Source: an optimization exercise on an open RTL-to-GDS flow (aim: small area). Production flows keep margins and buffers that such runs may drop. The RTL was checked by simulation tests, not by an equivalence proof against the original design. Power figures rest on the tool's default switching activity, not on a simulated workload.

$ cat design/flow/config.mk
export PLATFORM = sky130hd
export DESIGN_NAME = register_file
export DESIGN_NICKNAME = register_file
export VERILOG_FILES = /design/flow/design.v
export SDC_FILE = /design/flow/constraint.sdc
export NUM_CORES = 4
export LEC_CHECK = 0
export CAP_MARGIN = 20
export CORE_MARGIN = 2
export CORE_UTILIZATION = 28
export SLEW_MARGIN = 20
$ cat design/flow/constraint.sdc
create_clock -name core_clock -period 7.0 [get_ports {clk}]
set_input_delay 1.4000 -clock core_clock [delete_from_list [all_inputs] [get_ports {clk}]]
set_output_delay 1.4000 -clock core_clock [all_outputs]
set_load 0.01 [all_outputs]
$ cat design/flow/design.v
module register_file (
    input clk,
    input rs1_re,
    input [4:0] rs1_addr,
    output [31:0] rs1_data,
    input rs2_re,
    input [4:0] rs2_addr,
    output [31:0] rs2_data,
    input rd_we,
    input [4:0] rd_addr,
    input [31:0] rd_data
);
logic [4:0] rs1_addr_final, rs2_addr_final;
assign rs1_addr_final = rs1_re ? rs1_addr : 0;
assign rs2_addr_final = rs2_re ? rs2_addr : 0;
logic [31:0] registers [31:1];
assign rs1_data = rs1_addr_final == 0 ? 0 : registers[rs1_addr_final];
assign rs2_data = rs2_addr_final == 0 ? 0 : registers[rs2_addr_final];
always_ff @(posedge clk) begin: registers_write
    if (rd_addr != 0 && rd_we)
        registers[rd_addr] <= rd_data;
end
endmodule
$ cat design/flow/flow/run.sh
#!/bin/bash
# Standard synthesis (for the registers), then the combinational logic replaced by a
# hand-mapped netlist (flow/gen_netlist.py), then the standard layout from that netlist,
# with the smallest buffer on the ports and no dummy loads in the clock tree.
set -euo pipefail
R=orfs/results/sky130hd/register_file/base
bash standard.sh synth > synth.log 2>&1
cp $R/1_2_yosys.v std_synth.v
python3 flow/gen_netlist.py std_synth.v hand.v > gen.log 2>&1
cp hand.v $R/1_2_yosys.v
rm -f $R/1_synth.odb $R/1_synth.sdc
export BUFFER_PORTS_ARGS="-buffer_cell sky130_fd_sc_hd__buf_1"
export CTS_ARGS="${CTS_ARGS_OVERRIDE:--sink_clustering_enable -repair_clock_nets -dont_use_dummy_load -buf_list sky130_fd_sc_hd__clkbuf_4 -sink_clustering_size 8 -sink_clustering_max_diameter 30}"
bash standard.sh ${RUN_TARGET:-finish} > layout.log 2>&1
$ cat design/flow/flow/gen_netlist.py
#!/usr/bin/env python3
"""Rewrite the combinational logic of the standard synthesis netlist of register_file.

Keeps every flip-flop of the standard synthesis (instance name, cell type, Q net) and
replaces all other cells with a hand-mapped netlist:
  write: per bit  D = (w_i & rd_data[b]) | (h_i & Q)  as one a22o, h_i = ~w_i, or, where the
         standard synthesis gave an enable flip-flop, D = rd_data[b] and DE = w_i
  read:  per bit  10 a222oi + 1 nand2 on one-hot selects, nand4/nand4/nand3, or3
usage: gen_netlist.py IN.v OUT.v
"""
import re
import sys

src = open(sys.argv[1]).read()

# flops of the standard synthesis
flops = {}
for m in re.finditer(r'(sky130_fd_sc_hd__\w*df\w+)\s+(\\\S+|\w+)\s*\((.*?)\);', src, re.S):
    cell, name, body = m.group(1), m.group(2), m.group(3)
    pins = dict(re.findall(r'\.(\w+)\((.*?)\)\s*(?:,|$)', body.strip(), re.S))
    pins = {k: v.strip() for k, v in pins.items()}
    mm = re.search(r'registers\[(\d+)\]\[(\d+)\]', name)
    assert mm, name
    r, b = int(mm.group(1)), int(mm.group(2))
    assert pins['CLK'] == 'clk', pins
    q = pins['Q']
    flops[(r, b)] = (cell, name, q + ' ' if q.startswith('\\') else q)
assert len(flops) == 31 * 32, len(flops)

hdr = re.search(r'(module register_file\(.*?\);)', src, re.S).group(1)
decls = re.findall(r'^\s*(input|output)\s+(\[\d+:\d+\]\s*)?(\w+);', src, re.M)

out = []
wires = []
n = [0]


def cell(typ, pins, name=None):
    n[0] += 1
    nm = name or f'g{n[0]}'
    ps = ', '.join(f'.{k}({v})' for k, v in pins.items())
    out.append(f'  sky130_fd_sc_hd__{typ} {nm} ({ps});')


def wire(w):
    wires.append(w)
    return w


def Q(r, b):
    return flops[(r, b)][2]


def onehot(prefix, en, addr):
    """sel[i] = en & addr == i for i in 1..31, as predecoded and2s."""
    na = [wire(f'{prefix}_na{k}') for k in range(5)]
    for k in range(5):
        cell('inv_1', {'A': f'{addr}[{k}]', 'Y': na[k]})
    bit = lambda k, v: f'{addr}[{k}]' if v else na[k]
    lo = []
    for k in range(4):
        w = wire(f'{prefix}_lo{k}')
        cell('and3_1', {'A': en, 'B': bit(0, k & 1), 'C': bit(1, k >> 1 & 1), 'X': w})
        lo.append(w)
    hi = []
    for m in range(8):
        w = wire(f'{prefix}_hi{m}')
        cell('and3_1', {'A': bit(2, m & 1), 'B': bit(3, m >> 1 & 1), 'C': bit(4, m >> 2 & 1), 'X': w})
        hi.append(w)
    return lo, hi


# write port
lo, hi = onehot('wd', 'rd_we', 'rd_addr')
for i in range(1, 32):
    w = wire(f'w_sel{i}')
    cell('and2_1', {'A': lo[i % 4], 'B': hi[i // 4], 'X': w})
    h = None
    for b in range(32):
        typ, name, q = flops[(i, b)]
        if 'edfxtp' in typ:
            # enable flip-flop: the write mux is inside the cell
            out.append(f'  {typ} {name}  (.CLK(clk), .D(rd_data[{b}]), .DE({w}), .Q({q}));')
            continue
        assert 'dfxtp' in typ, typ
        if h is None:
            h = wire(f'w_hold{i}')
            cell('nand2_1', {'A': lo[i % 4], 'B': hi[i // 4], 'Y': h})
        d = wire(f'd_{i}_{b}')
        cell('a22o_1', {'A1': w, 'A2': f'rd_data[{b}]', 'B1': h, 'B2': Q(i, b), 'X': d})
        out.append(f'  {typ} {name}  (.CLK(clk), .D({d}), .Q({q}));')

# read ports
for p in (1, 2):
    lo, hi = onehot(f'r{p}d', f'rs{p}_re', f'rs{p}_addr')
    sel = {}
    for i in range(1, 32):
        s = wire(f'r{p}_sel{i}')
        cell('and2_1', {'A': lo[i % 4], 'B': hi[i // 4], 'X': s})
        sel[i] = s
    for b in range(32):
        ys = []
        for g in range(10):
            rows = [3 * g + 1, 3 * g + 2, 3 * g + 3]
            y = wire(f'r{p}_y{g}_{b}')
            pins = {}
            for L, r in zip('ABC', rows):
                pins[L + '1'] = sel[r]
                pins[L + '2'] = Q(r, b)
            pins['Y'] = y
            cell('a222oi_1', pins)
            ys.append(y)
        y = wire(f'r{p}_y10_{b}')
        cell('nand2_1', {'A': sel[31], 'B': Q(31, b), 'Y': y})
        ys.append(y)
        z = [wire(f'r{p}_z{k}_{b}') for k in range(3)]
        cell('nand4_1', {'A': ys[0], 'B': ys[1], 'C': ys[2], 'D': ys[3], 'Y': z[0]})
        cell('nand4_1', {'A': ys[4], 'B': ys[5], 'C': ys[6], 'D': ys[7], 'Y': z[1]})
        cell('nand3_1', {'A': ys[8], 'B': ys[9], 'C': ys[10], 'Y': z[2]})
        cell('or3_1', {'A': z[0], 'B': z[1], 'C': z[2], 'X': f'rs{p}_data[{b}]'})

qnets = sorted({v[2] for v in flops.values()})
with open(sys.argv[2], 'w') as f:
    f.write(hdr + '\n')
    for d, rng, nm in decls:
        f.write(f'  {d} {rng or ""}{nm};\n')
    for q in qnets:
        f.write(f'  wire {q} ;\n')
    for w in wires:
        f.write(f'  wire {w};\n')
    f.write('\n'.join(out) + '\nendmodule\n')
$ cat design/flow/standard.sh
#!/bin/bash
# synth_recipe.tcl (not shown) runs the flow's synth.tcl, then flattens the netlist and writes it again
# the make line also repeats each setting of config.mk as NAME=value (left out here)
make -C /OpenROAD-flow-scripts/flow DESIGN_CONFIG=/design/flow/config.mk WORK_HOME=/design/flow/orfs CLKGATE_MAP_FILE= SYNTH_SCRIPT=/design/flow/synth_recipe.tcl "${@:-finish}"
==> qor.yml, run 1 <==
cts_hold_buf: 0
drc: 0
crit_top_cell: "buf_1"
crit_required_ns: 5.60
status: "timing/DRC/antenna clean"
wl_um: 143500
cts_root_buf: "clkbuf_4"
area.sequential_sq_um: 29790
fin_util_pct: 31.64
critPathLaunchType: "input pin"
die_h_um: 376.3
crit_start: "rs1_addr[4]"
ant_nets: 0
path_clk_slew_ns: 0.09
syn_area_sq_um: 38820
rsz0062_at_grt: "no"
setup_slack_ns: 1.277
grt-ovfl-total: 0
gp_congestion: 0.8682
core.rowCount: 136
fin_cells: 4268
tns_ns: 0
grtUsageTotal_pct: 19.37
crit_fanout: 20
coreArea_sq_um: 137500
nets: 2511
vias_per_cell: 6.591
cts_tree: "done"
place_area_sq_um: 42190
clock_path_buffers: 3
power_density_nw_per_um2: 234.0
firstDrtPassIters: 17
grt_max_degree: 33
dp.cells: 4082
path_cells: "buf_1, inv_1, and3_1, and2_2, buf_4, a222oi_1, nand4_1, or3_1, buf_1"
dieArea_sq_um: 141600
final_cell_area_sq_um: 43510
initial_utilization_pct: 28.23
maxCapViolations: 0
io_buffers: 114
yosys_warnings: 1
power_mw: 10.18
dp_hpwl_um: 84030
netlist_instances: 2096
crit_type: "input pin to primary output"
grt_antenna_before_repair: 16
fill_cells: 13250
cts_num_sinks: 992
area_delta_synth_final_pct: 12.08
ctsResizeCount: 0
hp-class: "input pin to flip-flop"
synth_area_per_cell_sq_um: 18.52
cp_slowest_stage_delay_ns: 0.59
first_global_vias: 26260
ioPinCount: 115
cts_post_setup_buffers_inserted: 0
vdd_drop_max_uv: 166.4
synth_fp_nets: 2147
cp_slowest_cell: "or3_1"
hold_viol: 0
multi_input_area_sq_um: 9074
dpl_worst_slack_ns: 1.404
power.leakage_nw: 13.34
critPathTopFamily: "simple AND/OR/NAND/NOR gates"
end_kind: "primary output"
max_slew_margin_pct: 17.11
whs_ns: 0.7249
avgRoutedWirePerCell_um: 33.62
fmax_mhz: 174.7
chipWidth_um: 376.3
numCtsBuffers: 170
setup_viol: 0
largest_reg_flops: 992
htreeDepth: 4
worst_pin_slew_ns: 1.243
grt_pass1_wl_um: 196500
timing.final.crit_share_pct: 81.76
finalMaxSlewViolations: 0
drive_above_1_share_pct: 13.34
fin_crit_ns: 5.723
num_vias: 28130
drt_iter0_drc: 8488
min-delay-start: "rd_data[11]"
worstPathArrival_ns: 4.32
worst-path-buf-inv: 4
-- metal layers --
metal | track usage (%) | up-vias | wire (um)
met5 | 0 | - | 54
met4 | 7.419 | 8 | 4754
met3 | 4.705 | 298 | 21510
met2 | 29.16 | 2582 | 63360
met1 | 26.92 | 14160 | 53790
li1 | - | 11090 | -
-- where the power goes --
part / total, mW / internal, mW / leakage [nW] / switching [mW]
Combinational: 0.514 / 0.118 / 3.62 / 0.397
Clock: 3.03 / 1.11 / 0.782 / 1.93
Sequential: 6.64 / 6.60 / 8.94 / 0.0328
-- area by class of cell --
| class | count | area share [%] |
|---|---|---|
| antenna | 16 | 0.09203 |
| clock buffer | 170 | 2.933 |
| inverter | 15 | 0.1294 |
| multi-input combinational | 1089 | 20.86 |
| sequential | 992 | 68.47 |
| tap | 1794 | 5.159 |
| timing repair buffer | 192 | 2.364 |
-- placed cells by master, fill, tap and decap left out --
cell type / n
a222oi_1: 640
clkbuf_2: 2
and2_1: 15
and2_2: 77
edfxtp_1: 992
and3_1: 36
clkbuf_4: 170
nand3_1: 64
buf_4: 77
nand4_1: 128
nand2_1: 64
buf_12: 1
inv_1: 15
diode_2: 16
buf_1: 112
or3_1: 64
and2_4: 1
-- final timing paths --
| path | to | slack, ns | cells after the start |
|---|---|---|---|
| worst max-delay path | rs1_data[31] | 1.28 | 9 |
| worst min-delay path | registers[17][11] | 0.72 | 2 |
==> run 2, diff against run 1 <==
--- a/design/flow/design.v
+++ b/design/flow/design.v
@@ -16,8 +16,21 @@
 logic [31:0] registers [31:1];
 assign rs1_data = rs1_addr_final == 0 ? 0 : registers[rs1_addr_final];
 assign rs2_data = rs2_addr_final == 0 ? 0 : registers[rs2_addr_final];
+logic [31:0] wr_dec;
+logic [31:1] wr_sel, wr_hold;
+assign wr_dec = rd_we ? 32'd1 << rd_addr : 32'd0;
+always_comb
+    for (int i = 1; i < 32; i++) begin
+        wr_sel[i] = wr_dec[i];
+        wr_hold[i] = |(wr_dec & ~(32'd1 << i)) || !rd_we;
+    end
+logic [4:0] word_addr [31:1];
+genvar w;
+for (w = 1; w < 32; w = w + 1) begin: g_word_addr
+    assign word_addr[w] = 5'(w);
+end
 always_ff @(posedge clk) begin: registers_write
-    if (rd_addr != 0 && rd_we)
-        registers[rd_addr] <= rd_data;
+    for (int i = 1; i < 32; i++)
+        registers[word_addr[i]] <= ({32{wr_sel[i]}} & rd_data) | ({32{wr_hold[i]}} & registers[i]);
 end
 endmodule
==> run 2 against run 1 <==
Compared with the run above: die area down 2.9%; critical path type unchanged; clock power up 8.3%; cell area down 2.3%; via count up 36%; still clean; worst hold slack worse by 0.23 ns; synthesized area down 2.9%; cell count up 24%; flip-flop and latch count unchanged; synthesized cell count up 49%; critical path depth down 1.
==> qor.yml, run 2 <==
cts_hold_buf: 0
nets: 3545
min_path_cells: 1
first_global_vias: 36320
fin_cells: 5274
synth_fp_nets: 3170
coreArea_sq_um: 133500
clock_path_buffers: 3
firstDrtPassIters: 14
dieArea_sq_um: 137600
tns_ns: 0
vias_per_cell: 7.255
wl_um: 185900
io_buffers: 114
yosys_warnings: 2
initial_utilization_pct: 28.24
ioPinCount: 115
place_area_sq_um: 41020
finalClockSkew_ns: 0
maxCapViolations: 0
max_slew_margin_pct: 10.43
hp-class: "flip-flop to flip-flop"
htreeDepth: 4
core.rowCount: 134
timing.final.crit_share_pct: 80.71
end_kind: "primary output"
avgRoutedWirePerCell_um: 35.25
ctsResizeCount: 0
r2r_cells: 1
fin_util_pct: 31.83
grt_pass1_wl_um: 259100
grt-ovfl-total: 0
vdd_drop_max_uv: 140.4
drt_iter0_drc: 9657
num_vias: 38260
crit_type: "input pin to primary output"
mostFrequentLayoutCells: "992 x a22o_1, 992 x dfxtp_1, 640 x a222oi_1, 190 x clkbuf_4, 128 x nand4_1"
insertion_delay_ns: 1.09
ant_nets: 0
power.leakage_nw: 16.86
critPathLaunchType: "input pin"
syn_area_sq_um: 37690
fill_cells: 13570
crit_required_ns: 5.60
gp_congestion: 0.8988
status: "timing/DRC/antenna clean"
dp.cells: 5070
hold_viol: 0
largest_reg_flops: 992
fin_crit_ns: 5.650
setup_viol: 0
cts_root_buf: "clkbuf_4"
die_h_um: 370.9
worst_pin_slew_ns: 1.344
numCtsBuffers: 190
final_cell_area_sq_um: 42490
cts_num_sinks: 992
path_clk_slew_ns: 0.06
power_density_nw_per_um2: 294.4
fmax_mhz: 177.0
netlist_instances: 3119
worstPathArrival_ns: 4.25
chipWidth_um: 370.9
drc: 0
grt_antenna_before_repair: 9
rsz0062_at_grt: "no"
drive_above_1_share_pct: 10.77
dp_hpwl_um: 100600
area_delta_synth_final_pct: 12.71
cts_post_setup_buffers_inserted: 0
crit_fanout: 32
cts_tree: "done"
synth_area_per_cell_sq_um: 12.09
grt_max_degree: 33
grtUsageTotal_pct: 25.56
finalMaxSlewViolations: 0
-- run 2: routing by layer --
layer | vias up | track usage (%) | share of wire [%]
met3 | 675 | 11.51 | 17
met4 | 2 | 15.28 | 6.1
li1 | 15190 | - | -
met5 | - | 0.4895 | 0.052
met1 | 18620 | 33.03 | 38
met2 | 3778 | 34.41 | 39
-- run 2: layout make-up --
type                       instances  area [sq um]  area share [%]
antenna                           14         35.03         0.08246
clock buffer                     190          1426           3.357
inverter                          15         56.30          0.1325
multi-input combinational       2112         17930           42.21
sequential                       992         19860           46.74
tap                             1768          2212           5.207
timing repair buffer             183         962.2           2.265
-- run 2: power breakdown --
| group | switching, mW | internal, mW | leakage (nW) |
|---|---|---|---|
| clock | 2.05 | 1.23 | 0.874 |
| sequential | 0.919 | 6.77 | 8.26 |
| combinational | 0.686 | 0.850 | 7.73 |
-- run 2: worst paths after layout --
kind	start	to	slack [ns]
max	rs1_addr[3]	rs1_data[6]	1.35
min	registers[28][25]	registers[28][25]	0.50
max reg2reg	registers[23][20]	registers[23][20]	6.31
min reg2reg	registers[28][25]	registers[28][25]	0.50
-- run 2: metrics by stage --
step / power (mW) / worst slack [ns] / hold WS (ns)
2_1_floorplan: 8.566 / 2.671 / 0.4633
3_3_place_gp: 9.169 / 1.534 / 0.4769
3_5_place_dp: 9.231 / 1.563 / 0.4766
4_1_cts: 12.43 / 1.562 / 0.4981
5_1_grt: 12.99 / 1.297 / 0.5119
6_report: 12.51 / 1.350 / 0.4967
-- run 2: worst max-delay path: stages --
cell and delay (ns):
buf_1 0.21, inv_1 0.11, and3_1 0.22, and2_2 0.60, a222oi_1 0.50, nand4_1 0.48
or3_1 0.55, buf_1 0.16
==> run 3, diff against run 2 <==
--- a/design/flow/flow/run.sh
+++ b/design/flow/flow/run.sh
@@ -10,5 +10,5 @@
 cp hand.v $R/1_2_yosys.v
 rm -f $R/1_synth.odb $R/1_synth.sdc
 export BUFFER_PORTS_ARGS="-buffer_cell sky130_fd_sc_hd__buf_1"
-export CTS_ARGS="${CTS_ARGS_OVERRIDE:--sink_clustering_enable -repair_clock_nets -dont_use_dummy_load -buf_list sky130_fd_sc_hd__clkbuf_4 -sink_clustering_size 8 -sink_clustering_max_diameter 30}"
+export CTS_ARGS="${CTS_ARGS_OVERRIDE:--sink_clustering_enable -repair_clock_nets -dont_use_dummy_load -buf_list sky130_fd_sc_hd__clkbuf_4 -sink_clustering_size 8 -sink_clustering_max_diameter 50}"
 bash standard.sh ${RUN_TARGET:-finish} > layout.log 2>&1
--- a/design/flow/flow/gen_netlist.py
+++ b/design/flow/flow/gen_netlist.py
@@ -74,7 +74,7 @@
 lo, hi = onehot('wd', 'rd_we', 'rd_addr')
 for i in range(1, 32):
     w = wire(f'w_sel{i}')
-    cell('and2_1', {'A': lo[i % 4], 'B': hi[i // 4], 'X': w})
+    cell('and2_2', {'A': lo[i % 4], 'B': hi[i // 4], 'X': w})
     h = None
     for b in range(32):
         typ, name, q = flops[(i, b)]
@@ -85,7 +85,7 @@
         assert 'dfxtp' in typ, typ
         if h is None:
             h = wire(f'w_hold{i}')
-            cell('nand2_1', {'A': lo[i % 4], 'B': hi[i // 4], 'Y': h})
+            cell('nand2_2', {'A': lo[i % 4], 'B': hi[i // 4], 'Y': h})
         d = wire(f'd_{i}_{b}')
         cell('a22o_1', {'A1': w, 'A2': f'rd_data[{b}]', 'B1': h, 'B2': Q(i, b), 'X': d})
         out.append(f'  {typ} {name}  (.CLK(clk), .D({d}), .Q({q}));')
@@ -96,7 +96,7 @@
     sel = {}
     for i in range(1, 32):
         s = wire(f'r{p}_sel{i}')
-        cell('and2_1', {'A': lo[i % 4], 'B': hi[i // 4], 'X': s})
+        cell('and2_2', {'A': lo[i % 4], 'B': hi[i // 4], 'X': s})
         sel[i] = s
     for b in range(32):
         ys = []
==> run 3 against run 2 <==
Compared with the run above: still clean; core utilization shrank 0.54 points; clock skew stayed put; sequential share of layout area increased by 0.62 points; non-clock buffer count decreased by 38; combinational power hardly changed; first-iteration DRC count down 4.3%; synthesized area up 0.51%; worst setup slack lost 0.075 ns; largest cell class unchanged; largest power group unchanged.
==> qor.yml, run 3 <==
cts_post_setup_buffers_inserted: 0
area.sequential_sq_um: 19860
worst-path-buf-inv: 3
cp_slowest_stage_delay_ns: 0.63
mostFrequentLayoutCells: "992 x a22o_1, 992 x dfxtp_1, 640 x a222oi_1, 144 x clkbuf_4, 128 x nand4_1"
maxCapViolations: 0
yosys_warnings: 2
multi_input_area_sq_um: 17990
grt-ovfl-total: 0
critPathTopFamily: "simple AND/OR/NAND/NOR gates"
chipWidth_um: 371.9
setup_viol: 0
end_kind: "primary output"
finalClockSkew_ns: 0
timing.final.crit_share_pct: 81.78
dp.cells: 5031
io_buffers: 114
fmax_mhz: 174.7
netlist_instances: 3119
path_clk_slew_ns: 0.08
crit_top_cell: "buf_1"
cp_slowest_cell: "a222oi_1"
num_vias: 37990
core.rowCount: 134
ioPinCount: 115
place_area_sq_um: 40770
finalMaxSlewViolations: 0
firstDrtPassIters: 15
crit_fanout: 32
grt_antenna_before_repair: 16
power_density_nw_per_um2: 290.4
avgRoutedWirePerCell_um: 35.79
synth_area_per_cell_sq_um: 12.15
insertion_delay_ns: 1.13
ant_nets: 0
largest_reg_flops: 992
cts_hold_buf: 0
die_h_um: 371.9
grtUsageTotal_pct: 25.66
final_cell_area_sq_um: 41930
vias_per_cell: 7.318
syn_area_sq_um: 37890
rsz0062_at_grt: "no"
grt_max_degree: 33
crit_type: "input pin to primary output"
tns_ns: 0
path_cells: "buf_1, inv_1, and3_1, and2_2, a222oi_1, nand4_1, or3_1, buf_1"
crit_required_ns: 5.60
gp_congestion: 0.8688
worst_pin_slew_ns: 1.310
worstPathArrival_ns: 4.32
critPathLaunchType: "input pin"
dieArea_sq_um: 138300
cts_num_sinks: 992
fin_cells: 5191
drc: 0
drt_iter0_drc: 9242
fill_cells: 13530
area_delta_synth_final_pct: 10.66
synth_fp_nets: 3170
wl_um: 185800
power.leakage_nw: 16.50
max_slew_margin_pct: 12.37
grt_pass1_wl_um: 261100
initial_utilization_pct: 28.28
cts_root_buf: "clkbuf_4"
nets: 3461
drive_above_1_share_pct: 9.184
ctsResizeCount: 0
hp-class: "flip-flop to flip-flop"
fin_crit_ns: 5.725
numCtsBuffers: 144
coreArea_sq_um: 134000
cts_tree: "done"
dp_hpwl_um: 99950
vdd_drop_max_uv: 203.9
htreeDepth: 4
clock_path_buffers: 3
status: "timing/DRC/antenna clean"
first_global_vias: 35810
hold_viol: 0
-- run 3: cell type report --
cell class                      count  area share (%)
Timing Repair Buffer              145           1.647
Multi-Input combinational cell   2112           42.91
Tap cell                         1768           5.276
Sequential cell                   992           47.37
Clock buffer                      144           2.578
Antenna cell                       15         0.08953
Inverter                           15          0.1343
-- run 3: routing by layer --
metal / part of all wire [%] / vias to the layer above / GRT usage (%)
met3: 15 / 773 / 9.971
met4: 6.8 / 12 / 16.10
met2: 40 / 3644 / 35.77
met1: 37 / 18530 / 32.80
met5: 0.096 / - / 0.8392
li1: - / 15030 / -
-- run 3: power breakdown --
| part | internal [mW] | leakage [nW] | switching [mW] |
|---|---|---|---|
| clock network | 0.945 | 0.663 | 1.99 |
| logic | 0.848 | 7.59 | 0.692 |
| registers | 6.77 | 8.26 | 0.926 |
| total | 8.56 | 16.5 | 3.61 |
-- run 3: final timing paths --
path	slack, ns	to	depth (start not counted)	from
worst min-delay path	0.51	registers[31][29]	1	registers[31][29]
worst max-delay path	1.28	rs1_data[24]	8	rs1_addr[4]
worst max register to register	6.29	registers[22][6]	1	registers[22][6]
worst min register to register	0.51	registers[31][29]	1	registers[31][29]
-- run 3: stage by stage --
step	setup WS [ns]	utilization, %	hold slack (ns)	total power, mW
4_1_cts	1.523	31.24	0.5054	12.09
3_5_place_dp	1.521	30.44	0.4765	9.244
6_report	1.275	31.30	0.5052	12.17
5_1_grt	1.188	31.28	0.5161	12.63
2_1_floorplan	2.788	-	0.4633	8.571
3_3_place_gp	1.580	30.44	0.4766	9.184
==> run 4, diff against run 3 <==
==> design/flow/design.v (replaced) <==
module register_file (
    input clk,
    input rs1_re,
    input [4:0] rs1_addr,
    output [31:0] rs1_data,
    input rs2_re,
    input [4:0] rs2_addr,
    output [31:0] rs2_data,
    input rd_we,
    input [4:0] rd_addr,
    input [31:0] rd_data
);
logic [4:0] rs1_addr_final, rs2_addr_final;
assign rs1_addr_final = rs1_re ? rs1_addr : 0;
assign rs2_addr_final = rs2_re ? rs2_addr : 0;
logic [31:0] registers [31:1];
assign rs1_data = rs1_addr_final == 0 ? 0 : registers[rs1_addr_final];
assign rs2_data = rs2_addr_final == 0 ? 0 : registers[rs2_addr_final];
always_ff @(posedge clk) begin: registers_write
    if (rd_addr != 0 && rd_we)
        registers[rd_addr] <= rd_data;
end
endmodule
==> design/flow/run.sh (new file) <==
#!/bin/bash
# synth_recipe.tcl (not shown) runs the flow's synth.tcl, then flattens the netlist and writes it again
# the make line also repeats each setting of config.mk as NAME=value (left out here)
make -C /OpenROAD-flow-scripts/flow DESIGN_CONFIG=/design/flow/config.mk WORK_HOME=/design/flow/orfs CLKGATE_MAP_FILE= SYNTH_SCRIPT=/design/flow/synth_recipe.tcl finish
removed: design/flow/flow/run.sh
removed: design/flow/flow/gen_netlist.py
removed: design/flow/standard.sh
==> run 4 against run 3 <==
Compared with the run above: maximum frequency down 13%; worst setup slack worse by 0.82 ns; combinational power decreased by 12%; flip-flop and latch count unchanged.
==> qor.yml, run 4 <==
status: "timing/DRC/antenna clean"
dpl_worst_slack_ns: 0.4680
avgRoutedWirePerCell_um: 30.84
final_common_cell: "edfxtp_1"
ant_nets: 0
synth_common_cells: "992 x edfxtp_1, 588 x nand2_1, 323 x mux2i_1"
numCtsBuffers: 96
cp_slowest_cell: "clkdlybuf4s50_1"
cts_num_sinks: 992
grtUsageTotal_pct: 20.77
grt_max_degree: 115
setup_viol: 0
ys_ff_latch: 992
vias_per_cell: 5.854
clock_path_buffers: 3
fmax_mhz: 152.8
grt-ovfl-total: 0
power.leakage_nw: 17.66
chipWidth_um: 412.8
num_vias: 34660
cts_post_setup_buffers_inserted: 0
drc: 0
cp_slowest_stage_delay_ns: 0.75
cts_root_buf: "clkbuf_16"
vdd_drop_max_uv: 183.3
yosys.cell_count.top_type: "edfxtp_1"
core.rowCount: 150
htreeDepth: 3
worst_pin_slew_ns: 1.157
setup_slack_ns: 0.4544
initial_utilization_pct: 28.08
power_mw: 13.21
grt_antenna_before_repair: 11
syn_area_sq_um: 46800
yosys_warnings: 1
area_delta_synth_final_pct: 16.30
power_density_nw_per_um2: 242.7
crit_cells: 10
path_cells: "clkdlybuf4s50_1, and2_1, nand2_2, buf_4, buf_4, o22ai_1, o21a_1, o32ai_1, buf_4, clkdlybuf4s50_1"
nets: 3683
rsz0062_at_grt: "no"
fin_crit_ns: 6.546
wl_um: 182600
dp_hpwl_um: 108200
synth.area.top_cells: "edfxtp_1 64%, mux2i_1 6.9%, nand2_1 4.7%"
synth_top_cell_area_share_pct: 63.65
cts_tree: "done"
critPathTopFamily: "buffers and inverters"
dieArea_sq_um: 170400
timing.final.crit_share_pct: 93.51
die_h_um: 412.8
gp_congestion: 0.8636
path_clk_slew_ns: 0.06
coreArea_sq_um: 166700
fin_cells: 5921
finalMaxSlewViolations: 0
async_flop_share_pct: 0
grt_pass1_wl_um: 253000
synth_area_per_cell_sq_um: 13.20
synth_fp_nets: 3597
ctsResizeCount: 0
cts_hold_buf: 0
netlist_instances: 3546
dp.cells: 5736
firstDrtPassIters: 9
crit_required_ns: 5.60
first_global_vias: 33420
yosysSeqAreaShare_pct: 63.65
mostFrequentLayoutCells: "992 x edfxtp_1, 580 x nand2_1, 323 x mux2i_1, 247 x nand3_1, 186 x mux2_2"
end_kind: "primary output"
yosys.area.top_type: "edfxtp_1"
hold_viol: 0
tns_ns: 0
critPathLaunchType: "input pin"
worst-path-buf-inv: 5
crit_type: "input pin to primary output"
ioPinCount: 115
worstPathArrival_ns: 5.15
ys_types: 60
hp-class: "input pin to flip-flop"
maxCapViolations: 0
drive_above_1_share_pct: 16.16
crit_fanout: 15
drt_iter0_drc: 5329
synth_edf_count: 992
largest_reg_flops: 992
crit_top_cell: "buf_4"
fin_util_pct: 32.66
min_path_cells: 1
ys.flop_type: "edfxtp_1"
io_buffers: 114
max_slew_margin_pct: 22.57
[run 4: cell families (layout without fill, tap and decap cells)]
| family | after synthesis | after routing | synth area share [%] |
|---|---|---|---|
| mux | 511 | 511 | 11.48 |
| flops | 992 | 992 | 63.65 |
| compound gates | 741 | 741 | 12.36 |
| buf+inv | 323 | 491 | 3.331 |
| simple gates | 979 | 979 | 9.183 |
| other cells | 0 | 3 | 0 |
[run 4: area by class of cell]
type / count / area (sq um)
flip-flops and latches: 992 / 29790
inverters: 21 / 78.83
clock inverters: 63 / 591.8
multi-input cells: 2231 / 15890
repair buffers: 290 / 2835
clock buffers: 117 / 2481
diodes: 3 / 7.507
fillers: 16310 / 112200
well taps: 2204 / 2758
[run 4: metal layers]
metal  global-route usage [%]  wire, um
met1                    26.20     69270
met2                    33.86     84810
met3                    3.741     17800
met4                    11.08     10710
met5                        0        39
[run 4: power breakdown]
group	internal, mW	switching (mW)
registers	6.61	0.0300
clock network	2.84	2.37
logic	0.455	0.903
total	9.91	3.30
[run 4: final timing paths]
path | from | to | slack, ns
setup / recovery | rs1_addr[2] | rs1_data[8] | 0.45
hold / removal | rd_data[23] | registers[4][23] | 1.20
[run 4: stage by stage]
stage / hold slack, ns / area (sq um)
5_1_grt: 1.234 / 54420
4_1_cts: 1.219 / 54420
3_5_place_dp: 1.998 / 51340
3_3_place_gp: 2.283 / 51280
6_report: 1.196 / 54430
2_1_floorplan: 1.499 / 46800

## separate check: timing with driven ports
How much do the figures lean on ideal ports? The routed layouts below were timed once more, with nothing changed but the port constraints. Step 1: set_driving_cell puts a clkbuf_16 on clk and a buf_2 on each other input, an assumption about the parent block. Step 2 times the ports against the registers' clock, not the clock port: input delays grow and output delays shrink by t, the midpoint of the rising clock arrivals with the driver on. Slacks: no drivers / after step 1 / after step 2; pairs: no drivers / after step 1.
run	t, ns	slack for setup (ns)	hold WS [ns]	clock arrival spread, ns	cell pins on the clock port's net
run 1	1.169	1.277 / 1.254 / 1.254	0.725 / 0.691 / 1.860	0.156 / 0.156	1
run 2	1.167	1.350 / 1.320 / 1.320	0.497 / 0.497 / 0.497	0.117 / 0.117	1
run 3	1.151	1.275 / 1.239 / 1.239	0.505 / 0.505 / 0.505	0.147 / 0.148	1
run 4	0.796	0.454 / 0.393 / 0.393	1.196 / 1.148 / 1.944	0.031 / 0.031	1
After both steps setup and hold are still met in every run listed. The setup slack of run 4, which loses most, moves by -0.061 ns with the drivers and by -0.061 ns with both steps.
